From an optimization exercise on the open Yosys and OpenROAD flow, aimed at small area and a short achievable clock period; shortcuts taken in it are not production practice.
RTL that was checked went through simulation tests only; none was proved equivalent to the original.
Power is estimated from default activity; no workload was simulated.

==> inputs of tundra <==
## fft_computer
module fft_computer(
input        i_clk,
input        i_rst_n,
input        i_data_valid,
input [31:0] i_data,
output       o_data_ready,
output       o_data_valid,
output [31:0]o_data,
input        i_data_ready
);
==> module output_ctrl, before the edit <==
module output_ctrl(
input              i_clk,
input              i_rst_n,
input              i_in_v,
input  [6:0]       i_ph,
input  [32*16-1:0] i_taps,
output [31:0]      o_data,
output reg         o_data_valid,
input              i_data_ready
);
reg  [8:0]  nin;                
reg         act;                
reg  [6:0]  rc;                 
reg         fe;                 
reg  [3:0]  oj;
reg  [29:0] od;
wire [6:0]  ooff = rc - i_ph - 7'd4;
wire        fire = act & ~o_data_valid & ~fe & (ooff[2:0] == 3'd0);
wire [15:0] osel = 16'd1 << oj;
reg [29:0] omux;
integer m;
always @(*) begin
    omux = 30'd0;
    for (m = 0; m < 16; m = m + 1)
        omux = omux | (i_taps[32*m+2 +: 30] & {30{osel[m]}});
end
always @(posedge i_clk) begin
    if (!i_rst_n) begin
        nin          <= 9'd0;
        act          <= 1'b0;
        rc           <= 7'd0;
        fe           <= 1'b0;
        o_data_valid <= 1'b0;
    end else begin
        if (i_in_v)
            nin <= nin + 9'd1;
        fe <= fire;
        if (fe)
            o_data_valid <= 1'b1;
        else if (o_data_valid & i_data_ready) begin
            o_data_valid <= 1'b0;
            rc <= rc + 7'd1;
            if (rc == 7'd127)
                act <= 1'b0;
        end
        if (i_in_v & (nin == 9'd511))
            act <= 1'b1;
    end
    oj <= ooff[6:3];
    if (fe)
        od <= omux;
end
assign o_data = {od[29], od[29], od};
endmodule
==> module fft_computer, before the edit <==
module fft_computer(
input        i_clk,
input        i_rst_n,
input        i_data_valid,
input [31:0] i_data,
output       o_data_ready,
output       o_data_valid,
output [31:0]o_data,
input        i_data_ready
);
assign o_data_ready = 1'b1;
reg [6:0] ph;
always @(posedge i_clk)
    ph <= i_rst_n ? ph + 7'd1 : 7'd0;
reg [31:0] dl [0:7];
reg [7:0]  dv;
reg [8:0]  pc;                  
wire [6:0] off  = pc[6:0] - ph - 7'd4;    
wire       take = (|dv) & (off[2:0] == 3'd0);
wire [7:0] old;                 
genvar k;
generate
    for (k = 0; k < 8; k = k + 1) begin : g_old
        if (k == 7) begin : g_top
            assign old[k] = dv[k];
        end else begin : g_low
            assign old[k] = dv[k] & ~(|dv[7:k+1]);
        end
    end
endgenerate
reg [31:0] psel;
integer m;
always @(*) begin
    psel = 32'd0;
    for (m = 0; m < 8; m = m + 1)
        psel = psel | (dl[m] & {32{old[m]}});
end
reg        go1;
reg [3:0]  j1;
reg [15:0] rsel;                
reg [31:0] pd;
always @(posedge i_clk) begin
    dl[0] <= {i_data[31], i_data[30:16] ^ {15{i_data[31]}},
              i_data[15], i_data[14:0]  ^ {15{i_data[15]}}};
    for (m = 1; m < 8; m = m + 1)
        dl[m] <= dl[m-1];
    if (!i_rst_n) begin
        dv   <= 8'd0;
        pc   <= 9'd0;
        go1  <= 1'b0;
        rsel <= 16'd0;
    end else begin
        dv <= {dv[6:0] & ~(old[6:0] & {7{take}}), i_data_valid};
        if (take)
            pc <= pc + 9'd1;
        go1  <= take;
        rsel <= (take & (pc[8:7] != 2'd0)) ? (16'd1 << off[6:3]) : 16'd0;
    end
    j1 <= off[6:3];
    pd <= psel;
end
wire [32*16-1:0] rtap;           
reg  [31:0]      rd;
always @(*) begin
    rd = 32'd0;
    for (m = 0; m < 16; m = m + 1)
        rd = rd | (rtap[32*m +: 32] & {32{rsel[m]}});
end
wire [31:0] pr0, pr1, pr2;      
mulitiplier mult (
    .i_clk(i_clk),
    .i_data(pd),
    .i_acc(rd),
    .o_r0(pr0),
    .o_r1(pr1),
    .o_r2(pr2)
);
reg        go2, go3;
reg [3:0]  j2, j3;
reg [31:0] sum;
always @(posedge i_clk) begin
    go2 <= i_rst_n & go1;
    j2  <= j1;
    go3 <= i_rst_n & go2;
    j3  <= j2;
    sum <= pr0 + pr1 + pr2;
end
wire [15:0] we = go3 ? (16'd1 << j3) : 16'd0;
output_fifo ring (
    .i_clk(i_clk),
    .i_we(we),
    .i_wdata(sum),
    .o_taps(rtap)
);
output_ctrl ctrl (
    .i_clk(i_clk),
    .i_rst_n(i_rst_n),
    .i_in_v(dv[0]),
    .i_ph(ph),
    .i_taps(rtap),
    .o_data(o_data),
    .o_data_valid(o_data_valid),
    .i_data_ready(i_data_ready)
);
endmodule
make LEC_CHECK=0 CAP_MARGIN=20 CORE_MARGIN=2 CORE_UTILIZATION=45 SLEW_MARGIN=20 SYNTH_MEMORY_MAX_BITS=8192 finish   # period 10.0 ns
run.sh (not shown) runs the stock make flow with config.mk's settings and CLKGATE_MAP_FILE= SYNTH_SCRIPT=/design/flow/synth_recipe.tcl, a recipe that flattens the netlist after the stock synthesis.
==> delta (differences from tundra) <==
--- a/flow/design.v
+++ b/flow/design.v
@@ -764,5 +764,4 @@
 input              i_rst_n,
 input              i_in_v,
-input  [6:0]       i_ph,
 input  [32*16-1:0] i_taps,
 output [31:0]      o_data,
@@ -773,8 +772,9 @@
 reg         act;                
 reg  [6:0]  rc;                 
+reg  [6:0]  ooff;               
 reg         fe;                 
 reg  [3:0]  oj;
 reg  [29:0] od;
-wire [6:0]  ooff = rc - i_ph - 7'd4;
+wire        xfer = o_data_valid & i_data_ready & ~fe;    
 wire        fire = act & ~o_data_valid & ~fe & (ooff[2:0] == 3'd0);
 wire [15:0] osel = 16'd1 << oj;
@@ -791,4 +791,5 @@
         act          <= 1'b0;
         rc           <= 7'd0;
+        ooff         <= 7'd124;
         fe           <= 1'b0;
         o_data_valid <= 1'b0;
@@ -799,5 +800,5 @@
         if (fe)
             o_data_valid <= 1'b1;
-        else if (o_data_valid & i_data_ready) begin
+        else if (xfer) begin
             o_data_valid <= 1'b0;
             rc <= rc + 7'd1;
@@ -805,10 +806,11 @@
                 act <= 1'b0;
         end
+        if (!xfer)
+            ooff <= ooff - 7'd1;
         if (i_in_v & (nin == 9'd511))
             act <= 1'b1;
     end
     oj <= ooff[6:3];
-    if (fe)
-        od <= omux;
+    od <= (omux & {30{fe}}) | (od & {30{~fe}});
 end
 assign o_data = {od[29], od[29], od};
@@ -825,11 +827,8 @@
 );
 assign o_data_ready = 1'b1;
-reg [6:0] ph;
-always @(posedge i_clk)
-    ph <= i_rst_n ? ph + 7'd1 : 7'd0;
 reg [31:0] dl [0:7];
 reg [7:0]  dv;
 reg [8:0]  pc;                  
-wire [6:0] off  = pc[6:0] - ph - 7'd4;    
+reg [6:0]  off;                 
 wire       take = (|dv) & (off[2:0] == 3'd0);
 wire [7:0] old;                 
@@ -863,4 +862,5 @@
         dv   <= 8'd0;
         pc   <= 9'd0;
+        off  <= 7'd124;
         go1  <= 1'b0;
         rsel <= 16'd0;
@@ -869,4 +869,6 @@
         if (take)
             pc <= pc + 9'd1;
+        else
+            off <= off - 7'd1;
         go1  <= take;
         rsel <= (take & (pc[8:7] != 2'd0)) ? (16'd1 << off[6:3]) : 16'd0;
@@ -891,4 +893,11 @@
     .o_r2(pr2)
 );
+wire [31:0] psum;
+adder3 add (
+    .i_a(pr0),
+    .i_b(pr1),
+    .i_c(pr2),
+    .o_s(psum)
+);
 reg        go2, go3;
 reg [3:0]  j2, j3;
@@ -899,5 +908,5 @@
     go3 <= i_rst_n & go2;
     j3  <= j2;
-    sum <= pr0 + pr1 + pr2;
+    sum <= psum;
 end
 wire [15:0] we = go3 ? (16'd1 << j3) : 16'd0;
@@ -912,5 +921,4 @@
     .i_rst_n(i_rst_n),
     .i_in_v(dv[0]),
-    .i_ph(ph),
     .i_taps(rtap),
     .o_data(o_data),
@@ -919,2 +927,30 @@
 );
 endmodule
+module adder3(
+input  [31:0] i_a,
+input  [31:0] i_b,
+input  [31:0] i_c,
+output [31:0] o_s
+);
+wire [31:0] x = i_a ^ i_b ^ i_c;
+wire [31:0] y = {(i_a[30:0] & i_b[30:0]) | (i_a[30:0] & i_c[30:0]) | (i_b[30:0] & i_c[30:0]), 1'b0};
+wire [31:0] g [0:5];
+wire [31:0] p [0:5];
+assign g[0] = x & y;
+assign p[0] = x ^ y;
+genvar l, i;
+generate
+    for (l = 0; l < 5; l = l + 1) begin : g_lvl
+        for (i = 0; i < 32; i = i + 1) begin : g_bit
+            if (i >= (1 << l)) begin : g_op
+                assign g[l+1][i] = g[l][i] | (p[l][i] & g[l][i-(1<<l)]);
+                assign p[l+1][i] = p[l][i] & p[l][i-(1<<l)];
+            end else begin : g_pass
+                assign g[l+1][i] = g[l][i];
+                assign p[l+1][i] = p[l][i];
+            end
+        end
+    end
+endgenerate
+assign o_s = p[0] ^ {g[5][30:0], 1'b0};
+endmodule
==> flow/flow/run.sh (new file) <==
#!/bin/bash
# The standard layout, except that the port buffers are buf_2 cells rather
# than the delay cells buffer_ports picks by default.  Every port still gets
# its buffer.  make's full output goes to flow.log; ORFS keeps each step's log
# under orfs/logs/.
set -euo pipefail
export BUFFER_PORTS_ARGS="-buffer_cell sky130_fd_sc_hd__buf_2"
bash ./standard.sh > flow.log 2>&1
==> flow/standard.sh (new file) <==
#!/bin/bash
# synth_recipe.tcl (not shown) runs the flow's synth.tcl, then flattens the netlist and writes it again
# the make line also repeats each setting of config.mk as NAME=value (left out here)
make -C /OpenROAD-flow-scripts/flow DESIGN_CONFIG=/design/flow/config.mk WORK_HOME=/design/flow/orfs CLKGATE_MAP_FILE= SYNTH_SCRIPT=/design/flow/synth_recipe.tcl "${@:-finish}"
--- a/flow/config.mk
+++ b/flow/config.mk
@@ -8,5 +8,6 @@
 export CAP_MARGIN = 20
 export CORE_MARGIN = 2
-export CORE_UTILIZATION = 45
+export CORE_UTILIZATION = 75
+export CTS_CLUSTER_DIAMETER = 80
+export CTS_CLUSTER_SIZE = 22
 export SLEW_MARGIN = 20
-export SYNTH_MEMORY_MAX_BITS = 8192
removed: flow/run.sh
==> qor summary <==
                                                                        delta       tundra
Net switching power figure                                              6.77 mW      7.76 mW
Worst setup path end                                       mult.o_r1[8]$_DFF_P_   o_data[11]
Number of rows created at floorplan                                         144          186
Average cell area after synthesis                                     15.7 um^2    15.7 um^2
Met3 usage in global routing                                              8.21%        5.13%
Clock network fraction of design power                                    32.6%        44.2%
Number of warnings issued by yosys                                            6            5
Area occupied by multi-input gates                                   21900 um^2   22100 um^2
Time the final worst path needs with I/O delays and setup               3.80 ns      4.05 ns
Vias in the first global route                                            58500        56400
Crit Path Max Fanout                                                         24            1
Maximum VDD drop                                                         208 uV       220 uV
Result of the run                              no timing/DRC/antenna violations  no timing/DRC/antenna violations
Initial core utilization                                                  75.5%        45.3%
Cell depth of the worst setup path                                            8            1
Final core occ                                                            81.3%        52.6%
Max_slew headroom                                                         22.8%        27.1%
Area of the die                                                     159000 um^2  263000 um^2
Post-synthesis compound-gate area fraction                                5.27%        5.23%
Final sequential cell count                                                4623         4616
No functional check of the RTL was part of any run of this note.

========
==> inputs of harbor <==
fft_computer, a different RTL version from the one above (not shown whole).
Settings: LEC_CHECK=0, CAP_MARGIN=20, CORE_MARGIN=2, CORE_UTILIZATION=70, CTS_CLUSTER_DIAMETER=80, CTS_CLUSTER_SIZE=25, SLEW_MARGIN=20; clock period 10.0 ns.
standard.sh (not shown) runs the stock make flow with config.mk's settings and CLKGATE_MAP_FILE= SYNTH_SCRIPT=/design/flow/synth_recipe.tcl, a recipe that flattens the netlist after the stock synthesis.
==> flow/flow/run.sh <==
#!/bin/bash
# The standard layout, except that the port buffers are buf_2 cells rather
# than the delay cells buffer_ports picks by default.  Every port still gets
# its buffer.  make's full output goes to flow.log; ORFS keeps each step's log
# under orfs/logs/.
set -euo pipefail
export BUFFER_PORTS_ARGS="-buffer_cell sky130_fd_sc_hd__buf_2"
bash ./standard.sh > flow.log 2>&1
==> violet (differences from harbor) <==
--- a/flow/config.mk
+++ b/flow/config.mk
@@ -8,6 +8,6 @@
 export CAP_MARGIN = 20
 export CORE_MARGIN = 2
-export CORE_UTILIZATION = 70
+export CORE_UTILIZATION = 72
 export CTS_CLUSTER_DIAMETER = 80
-export CTS_CLUSTER_SIZE = 25
+export CTS_CLUSTER_SIZE = 18
 export SLEW_MARGIN = 20
==> zinc (differences from harbor) <==
--- a/flow/config.mk
+++ b/flow/config.mk
@@ -8,6 +8,6 @@
 export CAP_MARGIN = 20
 export CORE_MARGIN = 2
-export CORE_UTILIZATION = 70
+export CORE_UTILIZATION = 75
 export CTS_CLUSTER_DIAMETER = 80
-export CTS_CLUSTER_SIZE = 25
+export CTS_CLUSTER_SIZE = 16
 export SLEW_MARGIN = 20
==> amber (differences from harbor) <==
==> flow/flow/run.sh (replaced) <==
#!/bin/bash
# The standard layout, except that the port buffers are buf_2 cells rather
# than the delay cells buffer_ports picks by default (every port still gets
# its buffer), and clock tree synthesis adds no dummy loads.  make's full
# output goes to flow.log; ORFS keeps each step's log under orfs/logs/.
set -euo pipefail
export BUFFER_PORTS_ARGS="-buffer_cell sky130_fd_sc_hd__buf_2"
export CTS_ARGS="-sink_clustering_enable -repair_clock_nets -sink_clustering_size 25 -sink_clustering_max_diameter 80 -dont_use_dummy_load"
bash ./standard.sh > flow.log 2>&1
==> flow_metrics.tcl <==
set metrics [dict create \
    start_util_pct 75.35 \
    dp_hpwl_um 149800 \
    dp_worst_setup_slack_ps 6005 \
    outcome "did not finish" \
    yosys.area.top_type_share_pct 80.09 \
    placed_cells_incl_taps 9892 \
    cts_hold_buf 0 \
    detailed_place.area_um2 118400 \
    clk_path_buf_depth 4 \
    yosysMostFrequentCell "dfxtp_1" \
    synth_seq_area_share_pct 80.87 \
    stop_stage "clock tree synthesis (4_1_cts)" \
    error "[ERROR DPL-0033] detailed placement checks failed during check placement." \
    synth_area_leader_cell "dfxtp_1" \
    port_buffers 68 \
    avgSynthCellArea_um2 14.50 \
    die_width_um 396.9 \
    h-tree-depth 5 \
]
That was zinc.
==> flow_metrics.tcl <==
set metrics [dict create \
    outcome "no timing/DRC/antenna violations" \
    synth_seq_area_share_pct 80.87 \
    yosysMostFrequentCell "dfxtp_1" \
    placed_cells_incl_taps 10044 \
    dp_hpwl_um 147300 \
    instances_no_fill 10303 \
    port_buffers 68 \
    start_util_pct 70.35 \
    cp_slowest_cell "edfxtp_1" \
    yosys.area.top_type_share_pct 80.09 \
    dp_worst_setup_slack_ps 5951 \
    h-tree-depth 4 \
    avgSynthCellArea_um2 14.50 \
    async_flop_share_pct 0 \
    worstPathArrival_ps 1520 \
    clk_path_buf_depth 3 \
    synth_area_leader_cell "dfxtp_1" \
    detailed_place.area_um2 118700 \
]
That was harbor.
==> flow_metrics.tcl <==
set metrics [dict create \
    cts_hold_buf 0 \
    start_util_pct 72.29 \
    outcome "no timing/DRC/antenna violations" \
    yosysMostFrequentCell "dfxtp_1" \
    yosys.area.top_type_share_pct 80.09 \
    port_buffers 68 \
    h-tree-depth 5 \
    fmax_mhz 277.7 \
    ff2ff_path_depth 7 \
    dp_worst_setup_slack_ps 5935 \
    synth_seq_area_share_pct 80.87 \
    synth_area_leader_cell "dfxtp_1" \
    grt_remaining_overflow 0 \
    use_met1_pct 46.12 \
    avgSynthCellArea_um2 14.50 \
    detailed_place.area_um2 118600 \
    die_width_um 405.0 \
    clk_path_buf_depth 4 \
]
That was violet.
==> flow_metrics.tcl <==
set metrics [dict create \
    dp_worst_setup_slack_ps 5951 \
    h-tree-depth 4 \
    detailed_place.area_um2 118700 \
    start_util_pct 70.35 \
    yosys.area.top_type_share_pct 80.09 \
    port_buffers 68 \
    outcome "no timing/DRC/antenna violations" \
    synth_seq_area_share_pct 80.87 \
    placed_cells_incl_taps 10044 \
    die_width_um 410.7 \
    cts_hold_buf 0 \
    yosysMostFrequentCell "dfxtp_1" \
]
That was amber.

========
==> run a <==
Another version of the RTL of fft_computer (not shown whole).
==> module fft_computer, before the edit <==
module fft_computer(
input        i_clk,
input        i_rst_n,
input        i_data_valid,
input [31:0] i_data,
output       o_data_ready,
output       o_data_valid,
output [31:0]o_data,
input        i_data_ready
);
assign o_data_ready = 1'b1;
reg [31:0] dl [0:7];
reg [7:0]  dv;
reg [8:0]  pc;                  
reg [6:0]  off;                 
wire       take = (|dv) & (off[2:0] == 3'd0);
wire [7:0] old;                 
genvar k;
generate
    for (k = 0; k < 8; k = k + 1) begin : g_old
        if (k == 7) begin : g_top
            assign old[k] = dv[k];
        end else begin : g_low
            assign old[k] = dv[k] & ~(|dv[7:k+1]);
        end
    end
endgenerate
reg [31:0] psel;
integer m;
always @(*) begin
    psel = 32'd0;
    for (m = 0; m < 8; m = m + 1)
        psel = psel | (dl[m] & {32{old[m]}});
end
wire [8:0] pc_n  = take ? pc + 9'd1 : pc;
wire [6:0] off_n = take ? off : off - 7'd1;
wire       busy  = (off_n[2:0] == 3'd0) & (pc_n[8:7] != 2'd0);    
wire       fire;                
wire [3:0] oj;                  
reg        go1, cap1, racc;
reg [3:0]  j1;
reg [15:0] rsel;                
reg [31:0] pd;
always @(posedge i_clk) begin
    dl[0] <= {i_data[31], i_data[30:16] ^ {15{i_data[31]}},
              i_data[15], i_data[14:0]  ^ {15{i_data[15]}}};
    for (m = 1; m < 8; m = m + 1)
        dl[m] <= dl[m-1];
    if (!i_rst_n) begin
        dv   <= 8'd0;
        pc   <= 9'd0;
        off  <= 7'd124;
        go1  <= 1'b0;
        cap1 <= 1'b0;
        racc <= 1'b0;
        rsel <= 16'd0;
    end else begin
        dv <= {dv[6:0] & ~(old[6:0] & {7{take}}), i_data_valid};
        pc   <= pc_n;
        off  <= off_n;
        go1  <= take;
        cap1 <= take & (pc == 9'd384);
        racc <= busy;
        rsel <= busy ? (16'd1 << off_n[6:3]) : fire ? (16'd1 << oj) : 16'd0;
    end
    j1 <= off[6:3];
    pd <= psel;
end
wire [32*16-1:0] rtap;           
reg  [31:0]      rdm;
always @(*) begin
    rdm = 32'd0;
    for (m = 0; m < 16; m = m + 1)
        rdm = rdm | (rtap[32*m +: 32] & {32{rsel[m]}});
end
reg  [31:0]      rd;             
always @(posedge i_clk)
    rd <= rdm & {32{racc}};
wire [31:0] pr0, pr1, pr2;      
mulitiplier mult (
    .i_clk(i_clk),
    .i_data(pd),
    .i_acc(rd),
    .o_r0(pr0),
    .o_r1(pr1),
    .o_r2(pr2)
);
wire [31:0] psum;
adder3 add (
    .i_a(pr0),
    .i_b(pr1),
    .i_c(pr2),
    .o_s(psum)
);
reg        go2, go3, cap2, cap3;
reg [3:0]  j2, j3;
reg [31:0] sum;
always @(posedge i_clk) begin
    go2  <= i_rst_n & go1;
    cap2 <= i_rst_n & cap1;
    j2   <= j1;
    go3  <= i_rst_n & go2;
    cap3 <= i_rst_n & cap2;
    j3   <= j2;
    sum <= psum;
end
wire [15:0] we = go3 ? (16'd1 << j3) : 16'd0;
output_fifo ring (
    .i_clk(i_clk),
    .i_we(we),
    .i_wdata(sum),
    .o_taps(rtap)
);
output_ctrl ctrl (
    .i_clk(i_clk),
    .i_rst_n(i_rst_n),
    .i_in_v(dv[0]),
    .i_busy(busy),
    .o_fire(fire),
    .o_oj(oj),
    .i_rd(rdm[31:2]),
    .i_cap(cap3),
    .i_sum(sum[31:2]),
    .o_data(o_data),
    .o_data_valid(o_data_valid),
    .i_data_ready(i_data_ready)
);
endmodule
==> module adder3, before the edit <==
module adder3(
input  [31:0] i_a,
input  [31:0] i_b,
input  [31:0] i_c,
output [31:0] o_s
);
wire [31:0] x = i_a ^ i_b ^ i_c;
wire [31:0] y = {(i_a[30:0] & i_b[30:0]) | (i_a[30:0] & i_c[30:0]) | (i_b[30:0] & i_c[30:0]), 1'b0};
wire [31:0] g [0:5];
wire [31:0] p [0:5];
assign g[0] = x & y;
assign p[0] = x ^ y;
genvar l, i;
generate
    for (l = 0; l < 5; l = l + 1) begin : g_lvl
        for (i = 0; i < 32; i = i + 1) begin : g_bit
            if (i >= (1 << l)) begin : g_op
                assign g[l+1][i] = g[l][i] | (p[l][i] & g[l][i-(1<<l)]);
                assign p[l+1][i] = p[l][i] & p[l][i-(1<<l)];
            end else begin : g_pass
                assign g[l+1][i] = g[l][i];
                assign p[l+1][i] = p[l][i];
            end
        end
    end
endgenerate
assign o_s = p[0] ^ {g[5][30:0], 1'b0};
endmodule
Settings: LEC_CHECK=0, CAP_MARGIN=20, CORE_MARGIN=2, CORE_UTILIZATION=75, CTS_CLUSTER_DIAMETER=60, CTS_CLUSTER_SIZE=20, SLEW_MARGIN=50; clock period 10.0 ns.
==> flow/flow/run.sh <==
#!/bin/bash
# The standard layout, except that the port buffers are buf_2 cells rather
# than the delay cells buffer_ports picks by default.  Every port still gets
# its buffer.  make's full output goes to flow.log; ORFS keeps each step's log
# under orfs/logs/.
set -euo pipefail
export BUFFER_PORTS_ARGS="-buffer_cell sky130_fd_sc_hd__buf_2"
bash ./standard.sh > flow.log 2>&1
==> run b: changes against run a <==
--- a/flow/design.v
+++ b/flow/design.v
@@ -900,16 +900,21 @@
     .o_r1(pr1),
     .o_r2(pr2)
 );
-wire [31:0] psum;
-adder3 add (
-    .i_a(pr0),
-    .i_b(pr1),
-    .i_c(pr2),
-    .o_s(psum)
+wire [31:0] cx = pr0 ^ pr1 ^ pr2;
+wire [31:0] cy = {(pr0[30:0] & pr1[30:0]) | (pr0[30:0] & pr2[30:0]) | (pr1[30:0] & pr2[30:0]), 1'b0};
+wire [15:0] slo_w;
+wire        c16_w;
+adder16 add_lo (
+    .i_a(cx[15:0]),
+    .i_b(cy[15:0]),
+    .i_c(1'b0),
+    .o_s(slo_w),
+    .o_c(c16_w)
 );
 reg        go2, go3, cap2, cap3;
 reg [3:0]  j2, j3;
-reg [31:0] sum;
+reg [15:0] slo, xhi, yhi;
+reg        c16;
 always @(posedge i_clk) begin
     go2  <= i_rst_n & go1;
     cap2 <= i_rst_n & cap1;
@@ -917,8 +922,20 @@
     go3  <= i_rst_n & go2;
     cap3 <= i_rst_n & cap2;
     j3   <= j2;
-    sum <= psum;
+    slo  <= slo_w;
+    c16  <= c16_w;
+    xhi  <= cx[31:16];
+    yhi  <= cy[31:16];
 end
+wire [15:0] shi;
+adder16 add_hi (
+    .i_a(xhi),
+    .i_b(yhi),
+    .i_c(c16),
+    .o_s(shi),
+    .o_c()
+);
+wire [31:0] sum = {shi, slo};
 wire [15:0] we = go3 ? (16'd1 << j3) : 16'd0;
 output_fifo ring (
     .i_clk(i_clk),
@@ -941,22 +958,22 @@
     .i_data_ready(i_data_ready)
 );
 endmodule
-module adder3(
-input  [31:0] i_a,
-input  [31:0] i_b,
-input  [31:0] i_c,
-output [31:0] o_s
-);
-wire [31:0] x = i_a ^ i_b ^ i_c;
-wire [31:0] y = {(i_a[30:0] & i_b[30:0]) | (i_a[30:0] & i_c[30:0]) | (i_b[30:0] & i_c[30:0]), 1'b0};
-wire [31:0] g [0:5];
-wire [31:0] p [0:5];
-assign g[0] = x & y;
-assign p[0] = x ^ y;
+module adder16(
+input  [15:0] i_a,
+input  [15:0] i_b,
+input         i_c,
+output [15:0] o_s,
+output        o_c
+);
+wire [15:0] g [0:4];
+wire [15:0] p [0:4];
+wire [15:0] h = i_a ^ i_b;
+assign g[0] = (i_a & i_b) | {15'd0, h[0] & i_c};
+assign p[0] = h;
 genvar l, i;
 generate
-    for (l = 0; l < 5; l = l + 1) begin : g_lvl
-        for (i = 0; i < 32; i = i + 1) begin : g_bit
+    for (l = 0; l < 4; l = l + 1) begin : g_lvl
+        for (i = 0; i < 16; i = i + 1) begin : g_bit
             if (i >= (1 << l)) begin : g_op
                 assign g[l+1][i] = g[l][i] | (p[l][i] & g[l][i-(1<<l)]);
                 assign p[l+1][i] = p[l][i] & p[l][i-(1<<l)];
@@ -967,5 +984,6 @@
         end
     end
 endgenerate
-assign o_s = p[0] ^ {g[5][30:0], 1'b0};
+assign o_s = h ^ {g[4][14:0], i_c};
+assign o_c = g[4][15];
 endmodule
--- a/flow/config.mk
+++ b/flow/config.mk
@@ -8,6 +8,6 @@
 export CAP_MARGIN = 20
 export CORE_MARGIN = 2
 export CORE_UTILIZATION = 75
-export CTS_CLUSTER_DIAMETER = 60
-export CTS_CLUSTER_SIZE = 20
-export SLEW_MARGIN = 50
+export CTS_CLUSTER_DIAMETER = 80
+export CTS_CLUSTER_SIZE = 22
+export SLEW_MARGIN = 20
==> run c: changes against run a <==
--- a/flow/config.mk
+++ b/flow/config.mk
@@ -8,6 +8,6 @@
 export CAP_MARGIN = 20
 export CORE_MARGIN = 2
 export CORE_UTILIZATION = 75
-export CTS_CLUSTER_DIAMETER = 60
-export CTS_CLUSTER_SIZE = 20
-export SLEW_MARGIN = 50
+export CTS_CLUSTER_DIAMETER = 80
+export CTS_CLUSTER_SIZE = 22
+export SLEW_MARGIN = 20
==> impl_metrics.sql <==
INSERT INTO impl_metrics (metric_group, metric, value, unit) VALUES
('setup_path', 'endpoint_of_the_most_critical_setup_path', 'sum[29]', ''),
('sta', 'clock_skew', '0.0565', 'ns'),
('layout', 'areaGrowthSynthToFinish', '7.60', '%'),
('place', 'dpl.cell_count', '9242', ''),
('layout', 'final_core_util', '81.4', '%'),
('global_route', 'use_met2', '48.3', '%'),
('power', 'power.sequential.fraction', '64.5', '%'),
('yosys', 'synthSimpleGateAreaFrac', '3.13', '%'),
('yosys', 'netlist_area', '115000', 'um^2'),
('route', 'vias', '51600', ''),
('outcome', 'status', 'no timing/DRC/antenna violations', ''),
('power', 'power_density', '243', 'nW/um^2');
[end of results for run c]
==> impl_metrics.sql <==
INSERT INTO impl_metrics (metric_group, metric, value, unit) VALUES
('setup_path', 'cpMaxStageDelayCell', 'fa_1', ''),
('layout', 'final_core_util', '82.6', '%'),
('yosys', 'netlist_area', '115000', 'um^2'),
('yosys', 'synthSimpleGateAreaFrac', '3.13', '%'),
('setup_path', 'endpoint_of_the_most_critical_setup_path', 'sum[29]', ''),
('layout', 'nonClockBufferCount', '125', ''),
('outcome', 'status', 'no timing/DRC/antenna violations', ''),
('power', 'power.share.combinational', '3.3', '%'),
('power', 'power.sequential.fraction', '61.6', '%'),
('global_route', 'use_met2', '50.3', '%'),
('setup_path', 'critPathCaptureType', 'flop', ''),
('layout', 'largest_class', 'registers', ''),
('route', 'vias', '52400', ''),
('layout', 'sequential_cell_area', '93600', 'um^2'),
('layout', 'most-common-layout-cells', '4570 x dfxtp_1, 512 x mux2_2, 295 x clkbuf_16', ''),
('layout', 'areaGrowthSynthToFinish', '9.21', '%'),
('place', 'dpl.cell_count', '9253', '');
[end of results for run a]
==> impl_metrics.sql <==
INSERT INTO impl_metrics (metric_group, metric, value, unit) VALUES
('outcome', 'status', 'no timing/DRC/antenna violations', ''),
('power', 'power.sequential.fraction', '63.4', '%'),
('route', 'met2RoutedLength', '136', 'mm'),
('global_route', 'use_met2', '58.6', '%'),
('yosys', 'netlist_area', '117000', 'um^2'),
('yosys', 'synthSimpleGateAreaFrac', '6.52', '%'),
('place', 'dpl.cell_count', '10100', ''),
('layout', 'areaGrowthSynthToFinish', '7.61', '%'),
('route', 'vias', '60000', ''),
('power', 'power_density', '244', 'nW/um^2'),
('sta', 'clock_skew', '0.0735', 'ns'),
('setup_path', 'endpoint_of_the_most_critical_setup_path', 'mult.o_r1[18]', '');
[end of results for run b]
Function was not checked in any run of this note: the RTL went through the layout flow alone.

-- port drivers added, routing unchanged --
Ports are ideal in the flow. The routed layouts listed here were re-timed in OpenROAD.
Step 1, drivers: a clkbuf_16 drives i_clk and a buf_2 each remaining input, both assumed.
Step 2 times the ports against the registers' clock, not the clock port: input delays grow and output delays shrink by t, the midpoint of the rising clock arrivals with the driver on.
Three values: ideal, step 1, step 2; two values: the first two.
run	shift t [ns]	setup slack, ns	hold WS [ns]
tundra	1.050	5.947 / 5.855 / 6.027	0.243 / 0.243 / 0.243
delta	0.950	6.196 / 6.196 / 6.196	0.263 / 0.263 / 0.263
harbor	0.935	6.479 / 6.394 / 5.957	0.295 / 0.295 / 0.295
violet	0.983	6.399 / 6.315 / 5.938	0.265 / 0.265 / 0.265
amber	0.893	6.484 / 6.402 / 5.951	0.265 / 0.265 / 0.265
run a	0.955	5.861 / 5.861 / 5.861	0.284 / 0.284 / 0.284
run b	0.931	6.279 / 6.279 / 6.188	0.276 / 0.276 / 0.276
run c	0.925	5.866 / 5.866 / 5.866	0.278 / 0.278 / 0.278
After both steps every run listed still meets setup and hold. For amber, which loses most, drivers alone change the setup slack by -0.082 ns; drivers and shift together by -0.533 ns.
